Source: an optimization exercise on an open RTL-to-GDS flow (aim: small area). Production flows keep margins and buffers that such runs may drop.

==> v19: inputs <==
==> flow/design.v <==
module    Prgm_Counter(clk, reset, PCsrc, offset, PCreg);
input                 PCsrc, clk, reset;
input         [7 : 0] offset;
output    reg [7 : 0] PCreg;
wire          [8 : 0] sum = {PCreg, 1'b1} + {(PCsrc ? offset : 8'd0), 1'b1};
always@(posedge clk, negedge reset)
begin
    if (reset == 0)
        PCreg <= 8'd0;
    else
        PCreg <= sum[8 : 1];
end
endmodule
module ALU (op, A, X, sh, ALUout);
    input		[3  : 0]	op;
    input		[15 : 0]	A, X;
    input		[2  : 0]	sh;
    output	reg	[15 : 0]	ALUout;
    wire		[15 : 0]	sum;
    Adder16		ADD	(A, X, sum);
    wire					left = ~op[1];
    wire		[15 : 0]	Arev, src, shr, shrRev;
    genvar i;
    generate
        for (i = 0; i < 16; i = i + 1) begin : g_rev
            assign Arev[i]   = A[15 - i];
            assign shrRev[i] = shr[15 - i];
        end
    endgenerate
    assign src = left ? Arev : A;
    assign shr = src >> sh;
    always@(*)
    begin
        case (op)
            4'd0, 4'd5, 4'd7, 4'd8:	ALUout = sum;
            4'd1:					ALUout = shrRev;
            4'd2:					ALUout = shr;
            4'd3:					ALUout = A | X;
            4'd4:					ALUout = A & X;
            4'd6:					ALUout = X;
            default:				ALUout = 16'd0;
        endcase
    end
endmodule
module Adder16 (a, b, s);
    input		[15 : 0]	a, b;
    output		[15 : 0]	s;
    wire		[15 : 0]	g = a & b;
    wire		[15 : 0]	p = a ^ b;
    wire		[15 : 0]	G1, P1, G2, P2, G3, P3;
    wire		[15 : 0]	C;
    genvar i;
    generate
        for (i = 0; i < 16; i = i + 1) begin : g_l1
            if (i % 2 == 1) begin : g_o
                assign G1[i] = g[i] | (p[i] & g[i-1]);
                assign P1[i] = p[i] & p[i-1];
            end else begin : g_e
                assign G1[i] = g[i];
                assign P1[i] = p[i];
            end
        end
        for (i = 0; i < 16; i = i + 1) begin : g_l2
            if (i % 4 == 3) begin : g_o
                assign G2[i] = G1[i] | (P1[i] & G1[i-2]);
                assign P2[i] = P1[i] & P1[i-2];
            end else begin : g_e
                assign G2[i] = G1[i];
                assign P2[i] = P1[i];
            end
        end
        for (i = 0; i < 16; i = i + 1) begin : g_l3
            if (i % 8 == 7) begin : g_o
                assign G3[i] = G2[i] | (P2[i] & G2[i-4]);
                assign P3[i] = P2[i] & P2[i-4];
            end else begin : g_e
                assign G3[i] = G2[i];
                assign P3[i] = P2[i];
            end
        end
    endgenerate
    assign C[0]  = g[0];
    assign C[1]  = G1[1];
    assign C[3]  = G2[3];
    assign C[7]  = G3[7];
    assign C[15] = G3[15] | (P3[15] & C[7]);
    assign C[11] = G2[11] | (P2[11] & C[7]);
    assign C[5]  = G1[5]  | (P1[5]  & C[3]);
    assign C[9]  = G1[9]  | (P1[9]  & C[7]);
    assign C[13] = G1[13] | (P1[13] & C[11]);
    generate
        for (i = 2; i < 16; i = i + 2) begin : g_l7
            assign C[i] = g[i] | (p[i] & C[i-1]);
        end
    endgenerate
    assign s = p ^ {C[14 : 0], 1'b0};
endmodule
module Control_Unit(inst_in, isJump, isSw, isLw, regWrite, useImm, useSh);
input		[15 : 0]	inst_in;
output					isJump, isSw, isLw, regWrite, useImm, useSh;
wire		[3  : 0]	op = inst_in[3 : 0];
assign isJump	= (op == 4'd9);
assign isSw		= (op == 4'd8);
assign isLw		= (op == 4'd7);
assign regWrite	= ~op[3];
assign useImm	= (op == 4'd5 || op == 4'd6 || op == 4'd7 || op == 4'd8);
assign useSh	= (op == 4'd1 || op == 4'd2);
endmodule
module DataPath (clk, reset, nextData, regDataIn);
input					clk, reset;
input		[15 : 0]	nextData;
output reg	[15 : 0]	regDataIn;
always@(posedge clk)
begin
	if (reset == 1)
		regDataIn	<=	nextData;
end
endmodule
module Word (clk, reset, we, d, q);
parameter	[15 : 0]	INIT = 16'd0;
input					clk, reset, we;
input		[15 : 0]	d;
output reg	[15 : 0]	q;
always@(posedge clk, negedge reset)
begin
	if (reset == 0)
		q	<=	INIT;
	else if (we)
		q	<=	d;
end
endmodule
module RegFile (clk, reset, ra, rb, wa, we, wd, qa, qb, r0, r1, r2, r3, r4, r5, r6, r7);
input					clk, reset, we;
input		[2  : 0]	ra, rb, wa;
input		[15 : 0]	wd;
output		[15 : 0]	qa, qb, r0, r1, r2, r3, r4, r5, r6, r7;
wire		[7  : 0]	wsel;
genvar w;
generate
	for (w = 0; w < 8; w = w + 1) begin : g_ws
		assign wsel[w] = we && (wa == w);
	end
endgenerate
Word	W0 (clk, reset, wsel[0], wd, r0);
Word	W1 (clk, reset, wsel[1], wd, r1);
Word	W2 (clk, reset, wsel[2], wd, r2);
Word	W3 (clk, reset, wsel[3], wd, r3);
Word	W4 (clk, reset, wsel[4], wd, r4);
Word	W5 (clk, reset, wsel[5], wd, r5);
Word	W6 (clk, reset, wsel[6], wd, r6);
Word	W7 (clk, reset, wsel[7], wd, r7);
Mux8	MA (ra, r0, r1, r2, r3, r4, r5, r6, r7, qa);
Mux8	MB (rb, r0, r1, r2, r3, r4, r5, r6, r7, qb);
endmodule
module Mux8 (s, i0, i1, i2, i3, i4, i5, i6, i7, y);
input		[2  : 0]	s;
input		[15 : 0]	i0, i1, i2, i3, i4, i5, i6, i7;
output reg	[15 : 0]	y;
always@(*)
	case (s)
		3'd0: y = i0;	3'd1: y = i1;	3'd2: y = i2;	3'd3: y = i3;
		3'd4: y = i4;	3'd5: y = i5;	3'd6: y = i6;	default: y = i7;
	endcase
endmodule
module DataMem (clk, reset, addr, we, wd, rdata, m0, m1, m2, m3, m4, m5, m6, m7);
input					clk, reset, we;
input		[15 : 0]	addr, wd;
output reg	[15 : 0]	rdata;
output		[15 : 0]	m0, m1, m2, m3, m4, m5, m6, m7;
localparam	[511 : 0]	DMEM_RESET = {
	{19{16'd0}},
	16'd4, 16'd3, 16'd2, 16'd1, 16'd5,	 
	16'd5, 16'd12, 16'd8, 16'd3,		 
	16'd6, 16'd1, 16'd2, 16'd4			 
};
wire					inRange	=	(addr[15 : 5] == 11'd0);
wire		[31 : 0]	sel;
wire		[511 : 0]	mem;
genvar w;
generate
	for (w = 0; w < 32; w = w + 1) begin : g_w
		assign sel[w] = (addr[4 : 0] == w);
		Word #(.INIT(DMEM_RESET[16*w +: 16])) W (clk, reset, we && inRange && sel[w], wd, mem[16*w +: 16]);
	end
endgenerate
assign m0 = mem[  0 +: 16];
assign m1 = mem[ 16 +: 16];
assign m2 = mem[ 32 +: 16];
assign m3 = mem[ 48 +: 16];
assign m4 = mem[ 64 +: 16];
assign m5 = mem[ 80 +: 16];
assign m6 = mem[ 96 +: 16];
assign m7 = mem[112 +: 16];
integer k;
always@(*)
begin
	rdata = 16'd0;
	for (k = 0; k < 32; k = k + 1)
		rdata = rdata | (mem[16*k +: 16] & {16{sel[k]}});
	rdata = inRange ? rdata : 16'd0;
end
endmodule
module	CPU(clk, reset, instr, pc, reg0, reg1, reg2, reg3, reg4, reg5, reg6, reg7, dataMemValue0, dataMemValue1, dataMemValue2, dataMemValue3, dataMemValue4, dataMemValue5, dataMemValue6, dataMemValue7, ALUout, ALUin1, ALUin2, regDataIn);
output	[15 : 0]	reg0, reg1, reg2, reg3, reg4, reg5, reg6, reg7, dataMemValue0, dataMemValue1, dataMemValue2, dataMemValue3, dataMemValue4, dataMemValue5, dataMemValue6, dataMemValue7, ALUout, ALUin1, ALUin2, regDataIn;
input				clk, reset;
input	[15 : 0]	instr;
output	[7  : 0]	pc;
wire	[3  : 0]	op		=	instr[3 : 0];
wire	[2  : 0]	rd		=	instr[6 : 4];
wire	[2  : 0]	rs1		=	instr[9 : 7];
wire	[2  : 0]	rs2		=	instr[12 : 10];
wire	[2  : 0]	sh		=	instr[15 : 13];
wire	[5  : 0]	imm		=	instr[15 : 10];
wire				isJump, isSw, isLw, regWrite, useImm, useSh;
Control_Unit	C2	(instr, isJump, isSw, isLw, regWrite, useImm, useSh);
Prgm_Counter	C1	(clk, reset, isJump, instr[11 : 4], pc);
wire	[2  : 0]	addrB	=	isSw ? rd : rs2;
wire	[15 : 0]	portA, portB;
RegFile			RF	(clk, reset, rs1, addrB, rd, regWrite, nextData, portA, portB,
					 reg0, reg1, reg2, reg3, reg4, reg5, reg6, reg7);
assign ALUin1 = portA;
assign ALUin2 = useSh ? {13'd0, sh} : useImm ? {10'd0, imm} : portB;
ALU				DP1	(op, portA, ALUin2, sh, ALUout);
wire	[15 : 0]	memRead;
DataMem			DM	(clk, reset, ALUout, isSw, portB, memRead,
					 dataMemValue0, dataMemValue1, dataMemValue2, dataMemValue3,
					 dataMemValue4, dataMemValue5, dataMemValue6, dataMemValue7);
wire	[15 : 0]	nextData	=	isLw ? memRead : ALUout;
DataPath		RDI	(clk, reset, nextData, regDataIn);
endmodule
==> flow/flow/run.sh <==
#!/bin/bash
# Standard ORFS layout with two changes: synthesis maps logic with an
# area-oriented ABC script (flow/abc_area.script), and the ports are
# buffered with the smallest buffer cell.
set -euo pipefail
W=$(pwd)
rm -rf "$W/scripts_mod"
cp -r "$FLOW_HOME/scripts" "$W/scripts_mod"
cp "$W/flow/abc_area.script" "$W/scripts_mod/abc_area.script"
bash "$W/standard.sh" "SCRIPTS_DIR=$W/scripts_mod" \
  "BUFFER_PORTS_ARGS=-buffer_cell sky130_fd_sc_hd__buf_1" finish > "$W/standard_make.log" 2>&1
==> flow/flow/abc_area.script <==
strash
dch -f
&get -n
&nf -R 1000 -p
&put
topo
==> flow/standard.sh <==
#!/bin/bash
# synth_recipe.tcl (not shown) runs the flow's synth.tcl, then flattens the netlist and writes it again
# the make line also repeats each setting of config.mk as NAME=value (left out here)
make -C /OpenROAD-flow-scripts/flow DESIGN_CONFIG=/design/flow/config.mk WORK_HOME=/design/flow/orfs CLKGATE_MAP_FILE= SYNTH_SCRIPT=/design/flow/synth_recipe.tcl "${@:-finish}"
==> flow/config.mk <==
export PLATFORM = sky130hd
export DESIGN_NAME = CPU
export DESIGN_NICKNAME = CPU
export VERILOG_FILES = /design/flow/design.v
export SDC_FILE = /design/flow/constraint.sdc
export NUM_CORES = 4
export LEC_CHECK = 0
export ABC_AREA = 1
export CAP_MARGIN = 20
export CORE_MARGIN = 2
export CORE_UTILIZATION = 40
export GPL_TIMING_DRIVEN = 0
export SETUP_SLACK_MARGIN = 0.05
export SLEW_MARGIN = 20
==> flow/constraint.sdc <==
create_clock -name core_clock -period 7.0 [get_ports {clk}]
set_input_delay 1.4000 -clock core_clock [delete_from_list [all_inputs] [get_ports {clk}]]
set_output_delay 1.4000 -clock core_clock [all_outputs]
set_load 0.01 [all_outputs]
==> v11: changes against v19 <==
--- a/flow/design.v
+++ b/flow/design.v
@@ -3,5 +3,4 @@
 input         [7 : 0] offset;
 output    reg [7 : 0] PCreg;
-wire          [8 : 0] sum = {PCreg, 1'b1} + {(PCsrc ? offset : 8'd0), 1'b1};
 always@(posedge clk, negedge reset)
 begin
@@ -9,90 +8,27 @@
         PCreg <= 8'd0;
     else
-        PCreg <= sum[8 : 1];
+        PCreg <= PCreg + (PCsrc ? offset : 8'd0) + 8'd1;
 end
 endmodule
-module ALU (op, A, X, sh, ALUout);
+module ALU (op, A, B, sh, imm, ALUout);
     input		[3  : 0]	op;
-    input		[15 : 0]	A, X;
+    input		[15 : 0]	A, B;		 
     input		[2  : 0]	sh;
+    input		[5  : 0]	imm;
     output	reg	[15 : 0]	ALUout;
-    wire		[15 : 0]	sum;
-    Adder16		ADD	(A, X, sum);
-    wire					left = ~op[1];
-    wire		[15 : 0]	Arev, src, shr, shrRev;
-    genvar i;
-    generate
-        for (i = 0; i < 16; i = i + 1) begin : g_rev
-            assign Arev[i]   = A[15 - i];
-            assign shrRev[i] = shr[15 - i];
-        end
-    endgenerate
-    assign src = left ? Arev : A;
-    assign shr = src >> sh;
+    wire		[15 : 0]	addB = (op == 4'd0) ? B : {10'd0, imm};
+    wire		[15 : 0]	sum  = A + addB;
     always@(*)
     begin
         case (op)
             4'd0, 4'd5, 4'd7, 4'd8:	ALUout = sum;
-            4'd1:					ALUout = shrRev;
-            4'd2:					ALUout = shr;
-            4'd3:					ALUout = A | X;
-            4'd4:					ALUout = A & X;
-            4'd6:					ALUout = X;
+            4'd1:					ALUout = A << sh;
+            4'd2:					ALUout = A >> sh;
+            4'd3:					ALUout = A | B;
+            4'd4:					ALUout = A & B;
+            4'd6:					ALUout = {10'd0, imm};
             default:				ALUout = 16'd0;
         endcase
     end
-endmodule
-module Adder16 (a, b, s);
-    input		[15 : 0]	a, b;
-    output		[15 : 0]	s;
-    wire		[15 : 0]	g = a & b;
-    wire		[15 : 0]	p = a ^ b;
-    wire		[15 : 0]	G1, P1, G2, P2, G3, P3;
-    wire		[15 : 0]	C;
-    genvar i;
-    generate
-        for (i = 0; i < 16; i = i + 1) begin : g_l1
-            if (i % 2 == 1) begin : g_o
-                assign G1[i] = g[i] | (p[i] & g[i-1]);
-                assign P1[i] = p[i] & p[i-1];
-            end else begin : g_e
-                assign G1[i] = g[i];
-                assign P1[i] = p[i];
-            end
-        end
-        for (i = 0; i < 16; i = i + 1) begin : g_l2
-            if (i % 4 == 3) begin : g_o
-                assign G2[i] = G1[i] | (P1[i] & G1[i-2]);
-                assign P2[i] = P1[i] & P1[i-2];
-            end else begin : g_e
-                assign G2[i] = G1[i];
-                assign P2[i] = P1[i];
-            end
-        end
-        for (i = 0; i < 16; i = i + 1) begin : g_l3
-            if (i % 8 == 7) begin : g_o
-                assign G3[i] = G2[i] | (P2[i] & G2[i-4]);
-                assign P3[i] = P2[i] & P2[i-4];
-            end else begin : g_e
-                assign G3[i] = G2[i];
-                assign P3[i] = P2[i];
-            end
-        end
-    endgenerate
-    assign C[0]  = g[0];
-    assign C[1]  = G1[1];
-    assign C[3]  = G2[3];
-    assign C[7]  = G3[7];
-    assign C[15] = G3[15] | (P3[15] & C[7]);
-    assign C[11] = G2[11] | (P2[11] & C[7]);
-    assign C[5]  = G1[5]  | (P1[5]  & C[3]);
-    assign C[9]  = G1[9]  | (P1[9]  & C[7]);
-    assign C[13] = G1[13] | (P1[13] & C[11]);
-    generate
-        for (i = 2; i < 16; i = i + 2) begin : g_l7
-            assign C[i] = g[i] | (p[i] & C[i-1]);
-        end
-    endgenerate
-    assign s = p ^ {C[14 : 0], 1'b0};
 endmodule
 module Control_Unit(inst_in, isJump, isSw, isLw, regWrite, useImm, useSh);
@@ -221,5 +157,5 @@
 assign ALUin1 = portA;
 assign ALUin2 = useSh ? {13'd0, sh} : useImm ? {10'd0, imm} : portB;
-ALU				DP1	(op, portA, ALUin2, sh, ALUout);
+ALU				DP1	(op, portA, portB, sh, imm, ALUout);
 wire	[15 : 0]	memRead;
 DataMem			DM	(clk, reset, ALUout, isSw, portB, memRead,
GPL_TIMING_DRIVEN = not set   (was 0)
==> results.toml <==
[timing]
hold_slack_ns = 0.507
finalSetupViolations = 3
setup_ws_ns = -0.0353

[status]
violations = "setup timing"
status = "finished with violations"

[floorplanning]
die_x_um = 275

[layout]
seq_share = 0.406

[critical_path]
crit_family = "simple AND/OR/NAND/NOR gates"
the above is filed under v11

==> results.toml <==
[timing]
hold_slack_ns = 0.503
finalSetupViolations = 672
setup_ws_ns = -1.31

[status]
violations = "setup timing"
status = "finished with violations"

[clock_network]
cts_hold_buffers = 0

[critical_path]
cp-start-kind = "primary input"
crit_family = "compound AO/OA/AOI/OAI gates"

[layout]
seq_share = 0.369

[power]
comb-power_w = 0.00322

[floorplanning]
die_x_um = 275
the above is filed under v19

No run of this note included a check of the RTL's function; only the layout flow was run.

[static timing again, ports no longer ideal]
How much do the figures lean on ideal ports? The routed layouts below were timed once more, with nothing changed but the port constraints. Step 1, drivers: a clkbuf_16 drives clk and a buf_2 each remaining input, both assumed. Step 2 also shifts input and output timing later by t, the mid clock arrival at the registers, as if the neighbouring blocks saw the same clock. Three values: no drivers, after step 1, after step 2; two values: the first two.
| run | t (ns) | setup slack, ns | hold slack, ns | clock arrival spread, ns | worst data-port slew with drivers (ns) |
|---|---|---|---|---|---|
| v19 | 0.694 | -1.306 / -1.374 / -1.968 | 0.503 / 0.503 / 0.503 | 0.038 / 0.038 | 0.12 |
| v11 | 0.707 | -0.035 / -0.061 / -0.649 | 0.507 / 0.507 / 0.507 | 0.034 / 0.034 | 0.04 |
The setup slack of v19, which loses most, moves by -0.068 ns with the drivers and by -0.662 ns with both steps.
